From an optimization exercise on the open Yosys and OpenROAD flow, aimed at small area and a short achievable clock period; shortcuts taken in it are not production practice. RTL that was checked went through simulation tests only; none was proved equivalent to the original.

==> build 65 <==
==> flow/design.v <==
module add #(
    parameter HALFWORD_WIDTH = 16
) (
    input  signed [HALFWORD_WIDTH-1:0] A,
    input  signed [HALFWORD_WIDTH-1:0] B,
    output signed [HALFWORD_WIDTH-1:0] out
);
  assign out = A + B;
endmodule
module signedm #(
    parameter DATA_SIZE      = 8,
    parameter HALFWORD_WIDTH = 16
) (
    input  signed [     DATA_SIZE-1:0] a,
                                       b,
    output signed [HALFWORD_WIDTH-1:0] data_out
);
  assign data_out = a * b;
endmodule
`timescale 1ns / 1ps
module pe (
    input               clk,
    input               rst,
    input  signed [7:0] weight,
    input  signed [7:0] inmap,
    input               inmap_vld,
    input               weight_vld,
    input  signed [7:0] bias,
    output signed [7:0] outmap,
    output              outmap_vld,
    output signed [15:0] outraw
);
  wire v = inmap_vld & weight_vld;
  reg  [4:0]  n;     
  reg  [15:0] acc;   
  wire z = (n == 5'd0);
  wire [15:0] base = z ? {{5{bias[7]}}, bias, 3'b0} : acc;
  wire [7:0] xg = inmap & {8{v}};
  wire one0 = xg[0] ^ 1'b0;
  wire two0 = (xg[1] & ~xg[0] & ~1'b0) | (~xg[1] & xg[0] & 1'b0);
  wire neg0 = xg[1] & ~(xg[0] & 1'b0);
  wire w0 = ((one0 & weight[0]) | (two0 & 1'b0)) ^ neg0;
  wire w1 = ((one0 & weight[1]) | (two0 & weight[0])) ^ neg0;
  wire w2 = ((one0 & weight[2]) | (two0 & weight[1])) ^ neg0;
  wire w3 = ((one0 & weight[3]) | (two0 & weight[2])) ^ neg0;
  wire w4 = ((one0 & weight[4]) | (two0 & weight[3])) ^ neg0;
  wire w5 = ((one0 & weight[5]) | (two0 & weight[4])) ^ neg0;
  wire w6 = ((one0 & weight[6]) | (two0 & weight[5])) ^ neg0;
  wire w7 = ((one0 & weight[7]) | (two0 & weight[6])) ^ neg0;
  wire w8 = ~(((one0 & weight[7]) | (two0 & weight[7])) ^ neg0);
  wire one1 = xg[2] ^ xg[1];
  wire two1 = (xg[3] & ~xg[2] & ~xg[1]) | (~xg[3] & xg[2] & xg[1]);
  wire neg1 = xg[3] & ~(xg[2] & xg[1]);
  wire w9 = ((one1 & weight[0]) | (two1 & 1'b0)) ^ neg1;
  wire w10 = ((one1 & weight[1]) | (two1 & weight[0])) ^ neg1;
  wire w11 = ((one1 & weight[2]) | (two1 & weight[1])) ^ neg1;
  wire w12 = ((one1 & weight[3]) | (two1 & weight[2])) ^ neg1;
  wire w13 = ((one1 & weight[4]) | (two1 & weight[3])) ^ neg1;
  wire w14 = ((one1 & weight[5]) | (two1 & weight[4])) ^ neg1;
  wire w15 = ((one1 & weight[6]) | (two1 & weight[5])) ^ neg1;
  wire w16 = ((one1 & weight[7]) | (two1 & weight[6])) ^ neg1;
  wire w17 = ~(((one1 & weight[7]) | (two1 & weight[7])) ^ neg1);
  wire one2 = xg[4] ^ xg[3];
  wire two2 = (xg[5] & ~xg[4] & ~xg[3]) | (~xg[5] & xg[4] & xg[3]);
  wire neg2 = xg[5] & ~(xg[4] & xg[3]);
  wire w18 = ((one2 & weight[0]) | (two2 & 1'b0)) ^ neg2;
  wire w19 = ((one2 & weight[1]) | (two2 & weight[0])) ^ neg2;
  wire w20 = ((one2 & weight[2]) | (two2 & weight[1])) ^ neg2;
  wire w21 = ((one2 & weight[3]) | (two2 & weight[2])) ^ neg2;
  wire w22 = ((one2 & weight[4]) | (two2 & weight[3])) ^ neg2;
  wire w23 = ((one2 & weight[5]) | (two2 & weight[4])) ^ neg2;
  wire w24 = ((one2 & weight[6]) | (two2 & weight[5])) ^ neg2;
  wire w25 = ((one2 & weight[7]) | (two2 & weight[6])) ^ neg2;
  wire w26 = ~(((one2 & weight[7]) | (two2 & weight[7])) ^ neg2);
  wire one3 = xg[6] ^ xg[5];
  wire two3 = (xg[7] & ~xg[6] & ~xg[5]) | (~xg[7] & xg[6] & xg[5]);
  wire neg3 = xg[7] & ~(xg[6] & xg[5]);
  wire w27 = ((one3 & weight[0]) | (two3 & 1'b0)) ^ neg3;
  wire w28 = ((one3 & weight[1]) | (two3 & weight[0])) ^ neg3;
  wire w29 = ((one3 & weight[2]) | (two3 & weight[1])) ^ neg3;
  wire w30 = ((one3 & weight[3]) | (two3 & weight[2])) ^ neg3;
  wire w31 = ((one3 & weight[4]) | (two3 & weight[3])) ^ neg3;
  wire w32 = ((one3 & weight[5]) | (two3 & weight[4])) ^ neg3;
  wire w33 = ((one3 & weight[6]) | (two3 & weight[5])) ^ neg3;
  wire w34 = ((one3 & weight[7]) | (two3 & weight[6])) ^ neg3;
  wire w35 = ~(((one3 & weight[7]) | (two3 & weight[7])) ^ neg3);
  wire s0 = base[0] ^ neg0 ^ w0;
  wire c0 = (base[0] & neg0) | (base[0] & w0) | (neg0 & w0);
  wire s1 = base[1] ^ w1 ^ c0;
  wire c1 = (base[1] & w1) | (base[1] & c0) | (w1 & c0);
  wire s2 = base[2] ^ neg1 ^ w2;
  wire c2 = (base[2] & neg1) | (base[2] & w2) | (neg1 & w2);
  wire s3 = w9 ^ s2 ^ c1;
  wire c3 = (w9 & s2) | (w9 & c1) | (s2 & c1);
  wire s4 = base[3] ^ w3 ^ w10;
  wire c4 = (base[3] & w3) | (base[3] & w10) | (w3 & w10);
  wire s5 = c2 ^ s4 ^ c3;
  wire c5 = (c2 & s4) | (c2 & c3) | (s4 & c3);
  wire s6 = base[4] ^ neg2 ^ w4;
  wire c6 = (base[4] & neg2) | (base[4] & w4) | (neg2 & w4);
  wire s7 = w11 ^ w18 ^ c4;
  wire c7 = (w11 & w18) | (w11 & c4) | (w18 & c4);
  wire s8 = s6 ^ s7 ^ c5;
  wire c8 = (s6 & s7) | (s6 & c5) | (s7 & c5);
  wire s9 = base[5] ^ w5 ^ w12;
  wire c9 = (base[5] & w5) | (base[5] & w12) | (w5 & w12);
  wire s10 = w19 ^ c6 ^ s9;
  wire c10 = (w19 & c6) | (w19 & s9) | (c6 & s9);
  wire s11 = c7 ^ s10 ^ c8;
  wire c11 = (c7 & s10) | (c7 & c8) | (s10 & c8);
  wire s12 = base[6] ^ neg3 ^ w6;
  wire c12 = (base[6] & neg3) | (base[6] & w6) | (neg3 & w6);
  wire s13 = w13 ^ w20 ^ w27;
  wire c13 = (w13 & w20) | (w13 & w27) | (w20 & w27);
  wire s14 = c9 ^ s12 ^ s13;
  wire c14 = (c9 & s12) | (c9 & s13) | (s12 & s13);
  wire s15 = c10 ^ s14 ^ c11;
  wire c15 = (c10 & s14) | (c10 & c11) | (s14 & c11);
  wire s16 = base[7] ^ w7 ^ w14;
  wire c16 = (base[7] & w7) | (base[7] & w14) | (w7 & w14);
  wire s17 = w21 ^ w28 ^ c12;
  wire c17 = (w21 & w28) | (w21 & c12) | (w28 & c12);
  wire s18 = c13 ^ s16 ^ c14;
  wire c18 = (c13 & s16) | (c13 & c14) | (s16 & c14);
  wire s19 = s17 ^ s18 ^ c15;
  wire c19 = (s17 & s18) | (s17 & c15) | (s18 & c15);
  wire s20 = 1'b1 ^ base[8] ^ w8;
  wire c20 = (1'b1 & base[8]) | (1'b1 & w8) | (base[8] & w8);
  wire s21 = w15 ^ w22 ^ w29;
  wire c21 = (w15 & w22) | (w15 & w29) | (w22 & w29);
  wire s22 = c16 ^ s20 ^ s21;
  wire c22 = (c16 & s20) | (c16 & s21) | (s20 & s21);
  wire s23 = c17 ^ s22 ^ c18;
  wire c23 = (c17 & s22) | (c17 & c18) | (s22 & c18);
  wire s24 = 1'b1 ^ base[9] ^ w16;
  wire c24 = (1'b1 & base[9]) | (1'b1 & w16) | (base[9] & w16);
  wire s25 = w23 ^ w30 ^ c20;
  wire c25 = (w23 & w30) | (w23 & c20) | (w30 & c20);
  wire s26 = c21 ^ s24 ^ c22;
  wire c26 = (c21 & s24) | (c21 & c22) | (s24 & c22);
  wire s27 = s25 ^ s26 ^ c23;
  wire c27 = (s25 & s26) | (s25 & c23) | (s26 & c23);
  wire s28 = base[10] ^ w17 ^ w24;
  wire c28 = (base[10] & w17) | (base[10] & w24) | (w17 & w24);
  wire s29 = w31 ^ c24 ^ s28;
  wire c29 = (w31 & c24) | (w31 & s28) | (c24 & s28);
  wire s30 = c25 ^ s29 ^ c26;
  wire c30 = (c25 & s29) | (c25 & c26) | (s29 & c26);
  wire s31 = 1'b1 ^ base[11] ^ w25;
  wire c31 = (1'b1 & base[11]) | (1'b1 & w25) | (base[11] & w25);
  wire s32 = w32 ^ c28 ^ s31;
  wire c32 = (w32 & c28) | (w32 & s31) | (c28 & s31);
  wire s33 = c29 ^ s32 ^ c30;
  wire c33 = (c29 & s32) | (c29 & c30) | (s32 & c30);
  wire s34 = base[12] ^ w26 ^ w33;
  wire c34 = (base[12] & w26) | (base[12] & w33) | (w26 & w33);
  wire s35 = c31 ^ s34 ^ c32;
  wire c35 = (c31 & s34) | (c31 & c32) | (s34 & c32);
  wire s36 = 1'b1 ^ base[13] ^ w34;
  wire c36 = (1'b1 & base[13]) | (1'b1 & w34) | (base[13] & w34);
  wire s37 = c34 ^ s36 ^ c35;
  wire c37 = (c34 & s36) | (c34 & c35) | (s36 & c35);
  wire s38 = base[14] ^ w35 ^ c36;
  wire c38 = (base[14] & w35) | (base[14] & c36) | (w35 & c36);
  wire s39 = 1'b1 ^ base[15] ^ c38;
  wire c39 = (1'b1 & base[15]) | (1'b1 & c38) | (base[15] & c38);
  wire [15:0] sx = {s39, s38, s37, s35, s33, s30, s27, s23, s19, s15, s11, s8, s5, s3, s1, s0};
  wire [15:0] sy = {1'b0, c37, 1'b0, c33, 1'b0, c27, 1'b0, c19, 1'b0, 1'b0, 1'b0, 1'b0, 1'b0, 1'b0, 1'b0, 1'b0};
  wire [15:0] t = sx + sy;
  assign outraw = t & {16{v}};
  wire [6:0] r = t[9:3] + t[2];
  assign outmap = {1'b0, r & {7{v & ~t[15]}}};
  assign outmap_vld = (n == 5'd24);
  always @(posedge clk) acc <= t;
  always @(posedge clk or posedge rst) begin
    if (rst) n <= 5'd0;
    else if (v) n <= (n == 5'd24) ? 5'd0 : n + 5'd1;
  end
endmodule
==> flow/flow/run.sh <==
#!/bin/bash
# Own layout flow: the standard ORFS layout, with port buffers of a small, fast buffer
# (buf_2) instead of the default the port buffering picks; every port still gets a buffer.
set -euo pipefail
export BUFFER_PORTS_ARGS="-buffer_cell sky130_fd_sc_hd__buf_2"
bash standard.sh > standard_flow.log 2>&1
==> flow/standard.sh <==
#!/bin/bash
# synth_recipe.tcl (not shown) runs the flow's synth.tcl, then flattens the netlist and writes it again
# the make line also repeats each setting of config.mk as NAME=value (left out here)
make -C /OpenROAD-flow-scripts/flow DESIGN_CONFIG=/design/flow/config.mk WORK_HOME=/design/flow/orfs CLKGATE_MAP_FILE= SYNTH_SCRIPT=/design/flow/synth_recipe.tcl "${@:-finish}"
==> flow/config.mk <==
export PLATFORM = sky130hd
export DESIGN_NAME = pe
export DESIGN_NICKNAME = pe
export VERILOG_FILES = /design/flow/design.v
export SDC_FILE = /design/flow/constraint.sdc
export NUM_CORES = 4
export LEC_CHECK = 0
export CAP_MARGIN = 20
export CORE_MARGIN = 2
export CORE_UTILIZATION = 40
export SLEW_MARGIN = 60
==> flow/constraint.sdc <==
create_clock -name core_clock -period 10.5 [get_ports {clk}]
set_input_delay 2.1000 -clock core_clock [delete_from_list [all_inputs] [get_ports {clk}]]
set_output_delay 2.1000 -clock core_clock [all_outputs]
set_load 0.01 [all_outputs]
==> trial 57: changes against build 65 <==
--- a/flow/design.v
+++ b/flow/design.v
@@ -38,5 +38,5 @@
   wire [7:0] xg = inmap & {8{v}};
-  wire one0 = xg[0] ^ 1'b0;
-  wire two0 = (xg[1] & ~xg[0] & ~1'b0) | (~xg[1] & xg[0] & 1'b0);
-  wire neg0 = xg[1] & ~(xg[0] & 1'b0);
+  wire one0 = inmap[0] ^ 1'b0;
+  wire two0 = (inmap[1] & ~inmap[0] & ~1'b0) | (~inmap[1] & inmap[0] & 1'b0);
+  wire neg0 = inmap[1] & ~(inmap[0] & 1'b0);
   wire w0 = ((one0 & weight[0]) | (two0 & 1'b0)) ^ neg0;
@@ -50,5 +50,5 @@
   wire w8 = ~(((one0 & weight[7]) | (two0 & weight[7])) ^ neg0);
-  wire one1 = xg[2] ^ xg[1];
-  wire two1 = (xg[3] & ~xg[2] & ~xg[1]) | (~xg[3] & xg[2] & xg[1]);
-  wire neg1 = xg[3] & ~(xg[2] & xg[1]);
+  wire one1 = inmap[2] ^ inmap[1];
+  wire two1 = (inmap[3] & ~inmap[2] & ~inmap[1]) | (~inmap[3] & inmap[2] & inmap[1]);
+  wire neg1 = inmap[3] & ~(inmap[2] & inmap[1]);
   wire w9 = ((one1 & weight[0]) | (two1 & 1'b0)) ^ neg1;
@@ -62,5 +62,5 @@
   wire w17 = ~(((one1 & weight[7]) | (two1 & weight[7])) ^ neg1);
-  wire one2 = xg[4] ^ xg[3];
-  wire two2 = (xg[5] & ~xg[4] & ~xg[3]) | (~xg[5] & xg[4] & xg[3]);
-  wire neg2 = xg[5] & ~(xg[4] & xg[3]);
+  wire one2 = inmap[4] ^ inmap[3];
+  wire two2 = (inmap[5] & ~inmap[4] & ~inmap[3]) | (~inmap[5] & inmap[4] & inmap[3]);
+  wire neg2 = inmap[5] & ~(inmap[4] & inmap[3]);
   wire w18 = ((one2 & weight[0]) | (two2 & 1'b0)) ^ neg2;
@@ -74,5 +74,5 @@
   wire w26 = ~(((one2 & weight[7]) | (two2 & weight[7])) ^ neg2);
-  wire one3 = xg[6] ^ xg[5];
-  wire two3 = (xg[7] & ~xg[6] & ~xg[5]) | (~xg[7] & xg[6] & xg[5]);
-  wire neg3 = xg[7] & ~(xg[6] & xg[5]);
+  wire one3 = inmap[6] ^ inmap[5];
+  wire two3 = (inmap[7] & ~inmap[6] & ~inmap[5]) | (~inmap[7] & inmap[6] & inmap[5]);
+  wire neg3 = inmap[7] & ~(inmap[6] & inmap[5]);
   wire w27 = ((one3 & weight[0]) | (two3 & 1'b0)) ^ neg3;
@@ -173,3 +173,3 @@
   assign outmap_vld = (n == 5'd24);
-  always @(posedge clk) acc <= t;
+  always @(posedge clk) if (v) acc <= t;
   always @(posedge clk or posedge rst) begin
==> flow/run.sh (new file) <==
#!/bin/bash
# synth_recipe.tcl (not shown) runs the flow's synth.tcl, then flattens the netlist and writes it again
# the make line also repeats each setting of config.mk as NAME=value (left out here)
make -C /OpenROAD-flow-scripts/flow DESIGN_CONFIG=/design/flow/config.mk WORK_HOME=/design/flow/orfs CLKGATE_MAP_FILE= SYNTH_SCRIPT=/design/flow/synth_recipe.tcl finish
Settings changed: SLEW_MARGIN 60 to 20.
removed: flow/flow/run.sh
removed: flow/standard.sh
==> comparison table <==
|  | trial 57 | build 65 |
|---|---|---|
| Well Taps | 102 | 99 |
| Maximum achievable frequency | 101.3 MHz | 107.7 MHz |
| Area share of the largest cell type after synthesis | 21.80% | 22.32% |
| Worst setup slack for register-to-register paths | 5.06 ns | 5.16 ns |
| Average wire per cell in the routed design | 15.10 µm | 14.39 µm |
| Fraction of area in multi-input gates | 59.49% | 68.12% |
| Placer's final routability congestion estimate | 0.7982 | 0.8312 |
| GRT met1 Usage | 23.45% | 26.65% |
| Pre-Repair DR Iteration Count | 4 | 5 |
| Critical path data arrival time | 7.77 ns | 7.19 ns |
| Die Area | 8527 µm² | 8338 µm² |
| Worst path slowest cell | clkdlybuf4s50_1 | fa_1 |
| Starting density of the core | 40.82% | 41.59% |
| All-layer global routing usage | 17.18% | 17.11% |
| Run status | finished clean | finished clean |
| Fin area | 3731 µm² | 3391 µm² |
The RTL of trial 57 was laid out without a check of its function.

[separate check: timing with driven ports]
In the flow no input, the clock included, has a driving cell. The finished layouts below were timed again as built, in two steps.
Step 1 (the two cells are an assumption about what drives the block):
set clk [get_ports {clk}]
set_driving_cell -lib_cell sky130_fd_sc_hd__clkbuf_16 $clk
set_driving_cell -lib_cell sky130_fd_sc_hd__buf_2 [delete_from_list [all_inputs] $clk]
Step 2 also shifts input and output timing later by t, the mid clock arrival at the registers, as if the neighbouring blocks saw the same clock.
Slacks: no drivers / after step 1 / after step 2; pairs: no drivers / after step 1.
run | t, ns | setup slack, ns | worst setup path at the end | cell pins on the clock port's net
build 65 | 0.284 | 1.214 / 1.191 / 1.191 | input to output | 1
trial 57 | 0.286 | 0.632 / 0.608 / 0.608 | input to output | 1
After both steps setup and hold are still met in every run listed. For trial 57, which loses most, drivers alone change the setup slack by -0.024 ns; drivers and shift together by -0.024 ns.
